Background: an optimization exercise with open tools, aiming at a short achievable clock period and few clock cycles. Do not read the settings as production practice.
No functional check of the RTL was part of this run.
Power figures rest on the tool's default switching activity, not on a simulated workload.

==> flow/design.v <==
`timescale 1ns / 1ps
module ImmGen(
     input [31:7] din,
    input [2:0]  immsel,
    output reg [31:0] imm
    );
    always @(*) begin
        case(immsel)
            3'b000: imm = {{20{din[31]}} , din[31:20]};
            3'b100: imm = {{20{din[31]}} , din[31:25] , din[11:7]};
            3'b001: imm = {{20{din[31]}} , din[7] , din[30:25] , din[11:8] , 1'b0};
            3'b010: imm = {din[31:12] , 12'b0};
            3'b011: imm = {{12{din[31]}} , din[19:12] , din[20], din[30:21], 1'b0};
            3'b101: imm = {27'b0, din[24:20]};
            default: imm = {{20{din[31]}} , din[31:20]};
        endcase
    end
endmodule
`timescale 1ns / 1ps
module Module_ALU(
    input [31:0] dataA,
    input [31:0] dataB,
    input [3:0] ALU_Sel,
    output reg [31:0] result,
    output reg     bool
    );
    always @(*) begin
        case(ALU_Sel) 
            4'b0000:    result = dataA + dataB;
            4'b0001:    result = dataA - dataB;
            4'b0010:    result = dataA & dataB;
            4'b0011:     result = dataA | dataB;
            4'b0100:    result = dataA ^ dataB;
            4'b0101:    result = dataA << dataB[4:0];
            4'b0110:    result = dataA >> dataB[4:0];
            4'b0111:    result = $signed(dataA) >>> dataB[4:0];        
            default:     result = dataA + dataB;
        endcase
    end
    always @(*) begin
        case(ALU_Sel)
            4'b1000:    bool = (dataA == dataB);
            4'b1001:    bool = (dataA != dataB);
            4'b1010:    bool = ($signed(dataA) >= $signed(dataB));
            4'b1011:    bool = ($signed(dataA) < $signed(dataB));
            default:     bool = 1'b0;
        endcase
    end
endmodule
`timescale 1ns / 1ps
module Module_NPC(
    input [31:0] pc,
    input [31:0] offset,
    input br,
    input [31:0] regpc,
    input [2:0] op,
    output reg  [31:0] npc,
    output wire [31:0] pc4
    );
    assign pc4 = pc + 4;
    always@(*) begin
        case (op)
            3'b001: npc = pc4;
            3'b010:   begin
                if(br) npc = pc + offset;
                else   npc = pc4;
            end
            3'b011: npc = pc + offset;
            3'b100:     npc = regpc;
            default:           npc = pc4;
         endcase
    end
endmodule
`timescale 1ns / 1ps
module ProgramCounter(
    input  clk ,
    input  rst,
    input [31:0] imm_pc,         
    input  jmp,                 
    input  stall,              
    output reg [31:0] pc
    );
    wire [31:0] next_pc = jmp ? imm_pc : pc+4;
    always @(posedge clk or posedge rst) begin
        if(rst)           pc <= 0;
        else if(stall & ~jmp)   pc <= pc;
        else              pc <= next_pc;
    end
endmodule
`timescale 1ns / 1ps
module RegisterFile(
    input [4:0] rs1,
    input [4:0] rs2,
    input [4:0] rd,
    input       wen,
    input [31:0] wdata,
    input       rst,
    output [31:0] data1,
    output [31:0] data2,
    input clk
    );
    reg [31:0] registers [31:0];
    assign data1 = (rs1 == 5'b00000) ? 32'b0: registers[rs1];
    assign data2 = (rs2 == 5'b00000) ? 32'b0: registers[rs2];
    integer i;
    always@(posedge clk or posedge rst) begin
        if(rst) begin
            for(i = 0; i < 32; i = i + 1) begin
                registers[i] <= 32'b0;
            end
        end
        else if(wen)
            registers[rd] <= wdata;
    end
endmodule
`timescale 1ns / 1ps
module ControlLogic(
    input [31:0]     inst,
    output reg [2:0] npc_op,
    output reg      RegWEn,
    output reg [2:0] ImmSel,
    output reg [3:0] ALU_Sel,
    output reg       MemWEn,
    output reg       aluD2Sel,
    output reg [1:0] WBSel 
    );
    wire [6:0] opcode;
    wire [2:0] func3;
    wire [6:0] func7;
    assign opcode = inst[6:0];
    assign func7 = inst[31:25];
    assign func3 = inst[14:12];
    always @(*) begin
        npc_op = 3'b000; RegWEn = 1'b0; ImmSel = 3'b000; ALU_Sel = 4'b0000;
        MemWEn = 1'b0; aluD2Sel = 1'b0; WBSel = 2'b00;
        case(inst[6:0])
            7'b0110011: begin    
                case({inst[14:12],inst[31:25]})
                    10'b000_0000000:begin  npc_op = 3'b001;RegWEn = 1'b1; ImmSel = 3'b000;   ALU_Sel = 4'b0000;    MemWEn = 1'b0;    aluD2Sel = 1'b0;    WBSel = 2'b00;  end
                    10'b000_0100000:begin  npc_op = 3'b001;RegWEn = 1'b1; ImmSel = 3'b000;   ALU_Sel = 4'b0001;    MemWEn = 1'b0;    aluD2Sel = 1'b0;    WBSel = 2'b00;  end
                    10'b111_0000000:begin  npc_op = 3'b001;RegWEn = 1'b1; ImmSel = 3'b000;   ALU_Sel = 4'b0010;    MemWEn = 1'b0;    aluD2Sel = 1'b0;    WBSel = 2'b00;  end
                    10'b110_0000000:begin  npc_op = 3'b001;RegWEn = 1'b1; ImmSel = 3'b000;   ALU_Sel = 4'b0011 ;    MemWEn = 1'b0;    aluD2Sel = 1'b0;    WBSel = 2'b00;  end
                    10'b100_0000000:begin  npc_op = 3'b001;RegWEn = 1'b1; ImmSel = 3'b000;   ALU_Sel = 4'b0100;    MemWEn = 1'b0;    aluD2Sel = 1'b0;    WBSel = 2'b00;  end
                    10'b001_0000000:begin  npc_op = 3'b001;RegWEn = 1'b1; ImmSel = 3'b000;   ALU_Sel = 4'b0101;    MemWEn = 1'b0;    aluD2Sel = 1'b0;    WBSel = 2'b00;  end
                    10'b101_0000000:begin  npc_op = 3'b001;RegWEn = 1'b1; ImmSel = 3'b000;   ALU_Sel = 4'b0110;    MemWEn = 1'b0;    aluD2Sel = 1'b0;    WBSel = 2'b00;  end
                    10'b101_0100000:begin  npc_op = 3'b001;RegWEn = 1'b1; ImmSel = 3'b000;   ALU_Sel = 4'b0111;    MemWEn = 1'b0;    aluD2Sel = 1'b0;    WBSel = 2'b00;  end
                endcase
            end
            7'b0010011:begin   
                casez({inst[14:12],inst[31:25]})
                    10'b000_???????: begin  npc_op = 3'b001; RegWEn = 1'b1;  ImmSel = 3'b000;        ALU_Sel = 4'b0000;  MemWEn = 1'b0;  aluD2Sel = 1'b1; WBSel = 2'b00;  end
                    10'b111_???????: begin  npc_op = 3'b001; RegWEn = 1'b1;  ImmSel = 3'b000;        ALU_Sel = 4'b0010;  MemWEn = 1'b0;  aluD2Sel = 1'b1; WBSel = 2'b00;  end
                    10'b110_???????: begin  npc_op = 3'b001; RegWEn = 1'b1;  ImmSel = 3'b000;        ALU_Sel = 4'b0011 ;  MemWEn = 1'b0;  aluD2Sel = 1'b1; WBSel = 2'b00;  end
                    10'b100_???????: begin  npc_op = 3'b001; RegWEn = 1'b1;  ImmSel = 3'b000;        ALU_Sel = 4'b0100;  MemWEn = 1'b0;  aluD2Sel = 1'b1; WBSel = 2'b00;  end
                    10'b001_0000000:begin  npc_op = 3'b001; RegWEn = 1'b1; ImmSel = 3'b101;  ALU_Sel = 4'b0101;  MemWEn = 1'b0;  aluD2Sel = 1'b1; WBSel = 2'b00;  end
                    10'b101_0000000:begin  npc_op = 3'b001; RegWEn = 1'b1; ImmSel = 3'b101;  ALU_Sel = 4'b0110;  MemWEn = 1'b0;  aluD2Sel = 1'b1; WBSel = 2'b00;  end
                    10'b101_0100000:begin  npc_op = 3'b001; RegWEn = 1'b1; ImmSel = 3'b101;  ALU_Sel = 4'b0111;  MemWEn = 1'b0;  aluD2Sel = 1'b1; WBSel = 2'b00;  end
                endcase
            end
            7'b0000011: begin  
                case(inst[14:12])
                    3'b010: begin  npc_op =3'b001;  RegWEn = 1'b1;  ImmSel = 3'b000;   ALU_Sel = 4'b0000;   MemWEn = 1'b0;  aluD2Sel = 1'b1;  WBSel = 2'b01;   end
                endcase
            end
            7'b1100111: begin   
                case(inst[14:12])
                    3'b000: begin  npc_op = 3'b100; RegWEn = 1'b1;   ImmSel = 3'b000;  ALU_Sel = 4'b0000;  MemWEn = 1'b0; aluD2Sel = 1'b1; WBSel =  2'b10;  end    
                endcase
            end
            7'b0100011: begin   
                case(inst[14:12])
                    3'b010:begin npc_op = 3'b001; RegWEn = 1'b0;  ImmSel = 3'b100; ALU_Sel = 4'b0000; MemWEn = 1'b1;  aluD2Sel = 1'b1;    WBSel =  2'b00;  end
                endcase
            end
            7'b1100011:begin     
                case(inst[14:12])
                    3'b000: begin npc_op = 3'b010; RegWEn = 1'b0;   ImmSel = 3'b001;  ALU_Sel = 4'b1000;  MemWEn = 1'b0; aluD2Sel = 1'b0; WBSel =  2'b10;  end
                    3'b001: begin npc_op = 3'b010; RegWEn = 1'b0;   ImmSel = 3'b001;  ALU_Sel = 4'b1001;  MemWEn = 1'b0; aluD2Sel = 1'b0; WBSel =  2'b10;  end
                    3'b100: begin npc_op = 3'b010; RegWEn = 1'b0;   ImmSel = 3'b001;  ALU_Sel = 4'b1011;  MemWEn = 1'b0; aluD2Sel = 1'b0; WBSel =  2'b10;  end
                    3'b101: begin npc_op = 3'b010; RegWEn = 1'b0;   ImmSel = 3'b001;  ALU_Sel = 4'b1010;  MemWEn = 1'b0; aluD2Sel = 1'b0; WBSel =  2'b10;  end
                endcase
            end
            7'b0110111: begin   
                npc_op = 3'b001;  RegWEn = 1'b1;    ImmSel = 3'b010; ALU_Sel = 4'b0000;  MemWEn = 1'b0; aluD2Sel = 1'b0;  WBSel = 2'b11;
            end
            7'b1101111:begin    
                npc_op = 3'b011;  RegWEn = 1'b1;  ImmSel = 3'b011;  ALU_Sel = 4'b0000;    MemWEn = 1'b0;   aluD2Sel = 1'b0;  WBSel = 2'b10;
            end
            default: begin
                npc_op = 3'b000;        
                RegWEn = 1'b0;
                ImmSel = 3'b000;
                ALU_Sel = 4'b0000;
                MemWEn = 1'b0;                 
                aluD2Sel = 1'b0;
                WBSel = 2'b00;
            end
        endcase
    end
endmodule
`timescale 1ns / 1ps
module myCPU (
    input  wire         cpu_rst,
    input  wire         cpu_clk,
    output wire [13:0]  inst_addr,
    input  wire [31:0]  inst,
    output wire [31:0]  Bus_addr,
    input  wire [31:0]  Bus_rdata,
    output wire         Bus_we,
    output wire [31:0]  Bus_wdata
);
    wire  [4:0]        ID_rd, EX_rd, MEM_rd, WB_rd;                          
    wire  [31:0]       EX_d2RF, MEM_d2RF, WB_d2RF;                           
    wire  [31:0]       EX_ALUres, MEM_ALUres, WB_ALUres;
    wire               EX_ALUbool;
    wire  [31:0]       EX_pc4,    MEM_pc4, WB_pc4;
    wire  [31:0]       ID_imm, EX_imm, MEM_imm,WB_imm;
    wire  [31:0]       ID_regdata2, EX_regdata2, MEM_regdata2;           
    wire  [31:0]       ID_regdata1, EX_regdata1;  
    wire  [1:0]        ID_WBSel,  EX_WBSel,  MEM_WBSel, WB_WBSel;
    wire  [31:0]       IF_pc, ID_pc, EX_pc;                      
    wire [31:0] EX_npc;
    wire is_jump;
    wire pipeline_flush;                     
    wire pipeline_stop;
    wire  [31:0]       IF_inst, ID_inst;
    assign IF_inst = inst;                   
    wire [2:0]         ID_npc_op, EX_npc_op;                            
    wire               ID_RegWEn, EX_RegWEn, MEM_RegWEn, WB_RegWEn;           
    wire [2:0]         ID_ImmSel;                            
    wire  [3:0]        ID_ALU_Sel, EX_ALU_Sel;                
    wire               ID_MemWEn, EX_MemWEn, MEM_MemWEn;                     
    wire               ID_aluD2Sel, EX_aluD2Sel;             
    wire [1:0] WBSel;                                        
    wire [4:0] ID_rs1,ID_rs2;
    assign ID_rs1 = ID_inst[19:15];
    assign ID_rs2 = ID_inst[24:20];      
    ProgramCounter PC (
        .clk   (cpu_clk),
        .rst   (cpu_rst),
        .jmp   (is_jump),            
        .stall (pipeline_stop),
        .imm_pc(EX_npc),
        .pc    (IF_pc)
    );
       assign inst_addr = IF_pc[15:2];
    reg [63:0]  IF_ID_REG;         
    always @(posedge cpu_clk or posedge cpu_rst) begin
        if(cpu_rst)        IF_ID_REG <= 0;
        else if(pipeline_flush)    IF_ID_REG <= 0;
        else if(pipeline_stop)     IF_ID_REG <= IF_ID_REG;
        else                       IF_ID_REG <= {IF_inst, IF_pc};
    end
    assign ID_inst = IF_ID_REG[63:32];
    assign ID_pc = IF_ID_REG[31:0];
    RegisterFile RF (
        .rs1           (ID_inst[19:15]),
        .rs2           (ID_inst[24:20]),         
        .rd            (WB_rd),             
        .wen           (WB_RegWEn),                        
        .wdata         (WB_d2RF),              
        .rst           (cpu_rst),
        .clk           (cpu_clk),   
        .data1         (ID_regdata1),                                
        .data2         (ID_regdata2)                             
    );
    ImmGen ImmGenerator (
        .din          (ID_inst[31:7]),
        .immsel       (ID_ImmSel),            
        .imm          (ID_imm)             
    );
    ControlLogic Control (
        .inst          (ID_inst),
        .npc_op        (ID_npc_op),   
        .RegWEn        (ID_RegWEn),
        .ImmSel        (ID_ImmSel),
        .ALU_Sel       (ID_ALU_Sel),
        .MemWEn        (ID_MemWEn),
        .aluD2Sel      (ID_aluD2Sel),
        .WBSel         (ID_WBSel)
    );
    reg [154:0] ID_EX_REG;         
    always @(posedge cpu_clk or posedge cpu_rst) begin
        if(cpu_rst)          ID_EX_REG <= 0;
        else if(pipeline_flush || pipeline_stop)   ID_EX_REG <= 0;
        else                      ID_EX_REG <= {ID_inst[11:7], ID_WBSel, ID_aluD2Sel, ID_MemWEn, ID_ALU_Sel, ID_RegWEn, ID_npc_op, ID_inst[24:15], ID_imm, ID_regdata2, ID_regdata1, ID_pc };
    end 
    assign EX_pc               = ID_EX_REG[31:0];
    assign EX_regdata1         = ID_EX_REG[63:32];
    assign EX_regdata2         = ID_EX_REG[95:64];
    assign EX_imm              = ID_EX_REG[127:96];
    assign EX_npc_op           = ID_EX_REG[140:138];
    assign EX_RegWEn           = ID_EX_REG[141];
    assign EX_ALU_Sel          = ID_EX_REG[145:142];
    assign EX_MemWEn           = ID_EX_REG[146];
    assign EX_aluD2Sel         = ID_EX_REG[147];
    assign EX_WBSel            = ID_EX_REG[149:148];
    assign EX_rd               = ID_EX_REG[154:150];
    wire [31:0] aludata1;
    wire [31:0] aludata2;
    assign aludata1 = EX_regdata1;
    assign aludata2 = (EX_aluD2Sel == 1'b0)? EX_regdata2: EX_imm;
    Module_ALU alu (
        .dataA              (aludata1),          
        .dataB              (aludata2),          
        .ALU_Sel            (EX_ALU_Sel),         
        .result             (EX_ALUres),          
        .bool               (EX_ALUbool)           
    );
    Module_NPC NPC (
        .pc           (EX_pc),
        .offset       (EX_imm),          
        .br           (EX_ALUbool),             
        .regpc        (EX_ALUres),
        .op           (EX_npc_op),
        .npc          (EX_npc),
        .pc4          (EX_pc4)             
    );
    assign is_jump = (EX_npc!=EX_pc4);            
    assign pipeline_flush = is_jump;             
    wire rs1_ID_EX_hazard = (EX_rd == ID_rs1) & EX_RegWEn & EX_rd != 0;
    wire rs2_ID_EX_hazard = (EX_rd == ID_rs2) & EX_RegWEn & EX_rd != 0;
    wire rs1_ID_MEM_hazard = (MEM_rd == ID_rs1) & MEM_RegWEn & MEM_rd != 0;
    wire rs2_ID_MEM_hazard = (MEM_rd == ID_rs2) & MEM_RegWEn & MEM_rd != 0;
    wire rs1_ID_WB_hazard = (WB_rd == ID_rs1) & WB_RegWEn & WB_rd != 0;
    wire rs2_ID_WB_hazard = (WB_rd == ID_rs2) & WB_RegWEn & WB_rd !=0;
    assign  pipeline_stop = rs1_ID_EX_hazard | rs2_ID_EX_hazard | rs1_ID_MEM_hazard | rs2_ID_MEM_hazard |rs1_ID_WB_hazard |rs2_ID_WB_hazard;
    reg [136:0] EX_MEM_REG;                                    
    always@(posedge cpu_clk or posedge cpu_rst) begin
        if(cpu_rst)                EX_MEM_REG <= 0;
        else                      EX_MEM_REG <= {EX_rd, EX_MemWEn, EX_WBSel, EX_RegWEn, EX_pc4, EX_imm, EX_ALUres, EX_regdata2 };
    end
    assign MEM_regdata2      = EX_MEM_REG[31:0];
    assign MEM_ALUres        = EX_MEM_REG[63:32];
    assign MEM_imm           = EX_MEM_REG[95:64];
    assign MEM_pc4           = EX_MEM_REG[127:96];
    assign MEM_RegWEn        = EX_MEM_REG[128];
    assign MEM_WBSel         = EX_MEM_REG[130:129];
    assign MEM_MemWEn        =  EX_MEM_REG[131];
    assign MEM_rd            = EX_MEM_REG[136:132];
    assign  Bus_we = MEM_MemWEn;
    assign  Bus_wdata = MEM_regdata2;
    assign  Bus_addr = MEM_ALUres;
    reg [135:0] MEM_WB_REG;                                 
    always @(posedge cpu_clk or posedge cpu_rst) begin
        if(cpu_rst)            MEM_WB_REG <= 0;
        else                   MEM_WB_REG <={MEM_rd, MEM_WBSel, MEM_RegWEn, MEM_pc4, MEM_imm, MEM_ALUres, Bus_rdata };
    end
    wire [31:0] WB_Memrdata;
    reg [31:0] WB_data_W2RF;
    assign WB_ALUres = MEM_WB_REG[63:32];
    assign WB_imm = MEM_WB_REG[95:64];
    assign WB_Memrdata = MEM_WB_REG[31:0];
    assign WB_pc4 = MEM_WB_REG[127:96];
    assign WB_RegWEn = MEM_WB_REG[128];
    assign WB_WBSel = MEM_WB_REG[130:129];
    assign WB_rd = MEM_WB_REG[135:131];
    always @(*) begin
        case(WB_WBSel)
            2'b00:  WB_data_W2RF = WB_ALUres;
            2'b01:  WB_data_W2RF = WB_Memrdata;   
            2'b10: WB_data_W2RF = WB_pc4;          
            2'b11:  WB_data_W2RF = WB_imm;       
        endcase
    end
    assign WB_d2RF =  WB_data_W2RF;
endmodule
==> flow/run.sh <==
#!/bin/bash
# synth_recipe.tcl (not shown) runs the flow's synth.tcl, then flattens the netlist and writes it again
# the make line also repeats each setting of config.mk as NAME=value (left out here)
make -C /OpenROAD-flow-scripts/flow DESIGN_CONFIG=/design/flow/config.mk WORK_HOME=/design/flow/orfs CLKGATE_MAP_FILE= SYNTH_SCRIPT=/design/flow/synth_recipe.tcl finish
==> flow/config.mk <==
export PLATFORM = sky130hd
export DESIGN_NAME = myCPU
export DESIGN_NICKNAME = myCPU
export VERILOG_FILES = /design/flow/design.v
export SDC_FILE = /design/flow/constraint.sdc
export NUM_CORES = 4
export LEC_CHECK = 0
export CAP_MARGIN = 40
export CORE_MARGIN = 2
export CORE_UTILIZATION = 30
export PLACE_DENSITY = 0.5
export SLEW_MARGIN = 40
==> flow/constraint.sdc <==
create_clock -name core_clock -period 10.0 [get_ports {cpu_clk}]
set_input_delay 2.0000 -clock core_clock [delete_from_list [all_inputs] [get_ports {cpu_clk}]]
set_output_delay 2.0000 -clock core_clock [all_outputs]
set_load 0.01 [all_outputs]
==> qor.yml <==
outcome:
  outcome: "finished clean"
clock_tree:
  postCtsSetupRepairBufs: 0
  cts_buffers: 174
  clock_sinks: 1506
  cts.clk_slew.worst_paths_ns: 0.08
  cts_resized: 0
  htree_levels: 4
  cts_buffer_depth: 3
  cts-root-buf: "clkbuf_16"
  cts_tree: "yes"
  hold_buffers: 0
  clk_latency_ns: 0.88
sta:
  hold_violations: 0
  fin_crit_sh: 0.855
  setup_tns_ns: 0
  clock.fmax_ghz: 0.117
  fin_crit_ns: 8.55
  worst_pin_slew_ns: 0.978
  hold_slack_ns: 0.324
  final.setup_skew_ns: 0.0766
  rsz0062_at_grt: "false"
  setup_viol: 0
  slew_headroom: 0.346
  slew_violations: 0
final_layout:
  nets: 8585
  area_growth_pct: 16.6
  finish.utilization: 0.352
  drive_gt1_frac: 0.115
  design_area_um2: 92300
drt:
  dr.pass1.iters: 12
  wl_per_cell_um: 37.3
  antenna_left: 0
  via_count: 76600
  drt_iter0_markers: 11500
  remaining_drc_errors: 0
  viasPerCell: 6.36
  drt-total-wl_um: 450000
worst_setup_path:
  r2r-end: "ID_EX_REG[48]"
  worstPathRequired_ns: 10.72
  rrSetupSlack_ns: 1.45
  r2r-start: "ID_EX_REG[147]"
  critPathKind: "reg2reg"
  crit_arrival_ns: 9.26
  startpoint_type: "register"
  worst-r2r-cell-count: 18
  end_kind: "register"
  cp_max_fo: 66
grt:
  antenna_found_initial: 38
  grt_pass1_vias: 72200
  grt_max_degree: 152
  track_usage: 0.325
  overflow: 0
  grt_first_pass_wirelength_um: 615000
yosys:
  synth_area_leader_cell: "dfrtp_1"
  synth-async-reset-ratio: 1.00
  ys_seq_area_frac: 0.476
  synth_cells: 8523
  synth_edf_count: 0
  synth.avg_cell_area_um2: 9.29
  synthTopCellsByCount: "1506 x dfrtp_1, 1328 x nand2_1, 1151 x o21ai_0"
  syn_area_um2: 79100
  ys_ff_latch: 1506
  ys_warn_count: 8
  syn_nets: 8723
  synth.most_common_cell: "dfrtp_1"
  synth.top_cell.area_share: 0.476
  synth-main-ff-cell: "dfrtp_1"
  synth_cell_types: 99
  yosys-top-cells-area: "dfrtp_1 48%, o21ai_0 7.3%, nand2_1 6.3%"
die:
  die_w_um: 518
  die_area_um2: 268000
  num_io_pins: 145
  start_util: 0.302
  die_y_um: 518
  design.core.area_um2: 262000
  rows: 188
place:
  dpl_cell_area_um2: 86000
  port-buffer-count: 144
  gp_congestion: 1.02
  dpl.hpwl_um: 293000
power_and_ir_drop:
  p_leak_nw: 38.8
  ir_drop_mv: 0.200
  power-per-cell-area_nw_per_um2: 301
run:
  cap_violations: 0
worst_hold_path:
  min-delay-start: "EX_MEM_REG[91]"
  hp-class: "reg2reg"
  hold_path_end: "MEM_WB_REG[91]"
  hold_depth: 0
-- layout by cell type (no fill, tap or decap), types with 30 or more instances in the layout --
master	synthesis	layout
mux2i_1	215	212
a221oi_1	274	274
ha_1	131	131
nor4_1	36	31
clkbuf_8	0	39
dfrtp_1	1506	1499
mux2_2	44	44
buf_4	81	285
clkbuf_1	640	47
o31ai_1	33	33
a222oi_1	65	65
nor2_1	376	306
and3_1	30	30
a22oi_1	352	352
o21ai_0	1151	1112
nand4_1	170	170
xnor2_1	74	74
o211ai_1	48	48
o22ai_1	46	46
a21oi_1	348	346
a22o_1	259	259
nand3_1	168	159
nand2_1	1328	1304
a21o_1	31	31
inv_1	176	175
xor2_1	58	57
nor2_4	0	62
nor3_1	209	181
nor2b_1	38	35
clkbuf_16	0	177
mux4_2	59	59
a211oi_1	51	49
clkdlybuf4s50_1	0	144
-- registers in the layout, indices dropped and copies added (netlist names) --
name          count
MEM_WB_REG      136
PC.pc            32
ID_EX_REG       145
RF.registers    992
IF_ID_REG        64
EX_MEM_REG      137
-- critical path, stage by stage, from the launching register on --
cell	delay, ns
dfrtp_4	0.77
buf_4	0.40
mux2i_4	0.30
buf_4	0.61
ha_1	0.42
nor4_1	0.30
nand4_1	0.40
nor2_1	0.47
mux2_2	0.44
or4_1	0.84
a21oi_2	0.48
o22ai_1	0.15
or4_1	0.51
or4_1	0.57
a2111oi_2	0.39
buf_4	0.22
nand3_4	0.29
buf_12	0.33
nor3_1	0.33
-- power by group --
group	switching, mW	leakage (nW)	internal (mW)
clock network	2.87	2.94	3.96
logic	8.95	15.3	3.50
registers	1.47	20.5	7.03
-- per-layer routing --
layer | vias to the layer above | global-route usage | routed length [um]
met2 | 5618 | 0.482 | 192000
met1 | 38300 | 0.407 | 171000
li1 | 31100 | - | -
met5 | - | 0.00160 | 437
met3 | 1613 | 0.108 | 52900
met4 | 36 | 0.198 | 33200
-- worst max path at each step --
stage                         from            end  depth (start not counted)
global route        ID_EX_REG[147]  ID_EX_REG[48]                         22
global placement    ID_EX_REG[147]  ID_EX_REG[48]                         22
CTS                 ID_EX_REG[147]  ID_EX_REG[48]                         18
detailed placement  ID_EX_REG[147]  ID_EX_REG[48]                         18
floorplan                  cpu_rst  EX_MEM_REG[0]                          1
finish              ID_EX_REG[147]  ID_EX_REG[48]                         18
-- cell type report --
type / instances / area, um2
tap: 3515 / 4400
multi-input combinational: 6030 / 38700
clock inverter: 56 / 918
fill: 26600 / 170000
clock buffer: 263 / 5140
antenna: 12 / 30.0
inverter: 180 / 679
sequential: 1506 / 37700
timing repair buffer: 493 / 4710
-- metrics by stage --
step	power, mW	std cells	setup slack [ns]
2_1_floorplan	14.3	8523	-12.86
3_3_place_gp	20.3	11700	1.41
3_5_place_dp	20.4	11700	1.73
4_1_cts	27.2	12000	1.71
5_1_grt	28.4	12000	1.24
6_report	27.8	12100	1.45
-- cell families after synthesis --
logic type	count (synthesis)	share of synthesized area
compound gates	2927	0.244
simple gates	2515	0.141
flops	1506	0.476
buf+inv	987	0.0515
mux	322	0.0510
fa+ha+maj	134	0.0215
xor+xnor	132	0.0146

-- static timing again, ports no longer ideal --
No port has a modelled driver above. Below, the same layout with a new extraction and two added sets of constraints. Step 1, drivers: a clkbuf_16 drives cpu_clk and a buf_2 each remaining input, both assumed. Step 2 adds t to the input delays and takes it off the output delays; t is the mean of the earliest and latest rising clock arrival at the registers after step 1. Input paths then give back, and output paths get back, about the clock's delay inside the block. Slacks: ideal / step 1 / step 2; pairs: ideal / step 1.
t, ns: 0.939
setup WS [ns]: 1.455 / 1.455 / 1.455
clock arrival spread, ns: 0.081 / 0.081
After both steps setup and hold are still met in this run. For this run, drivers alone change the setup slack by 0.000 ns; drivers and shift together by 0.000 ns.
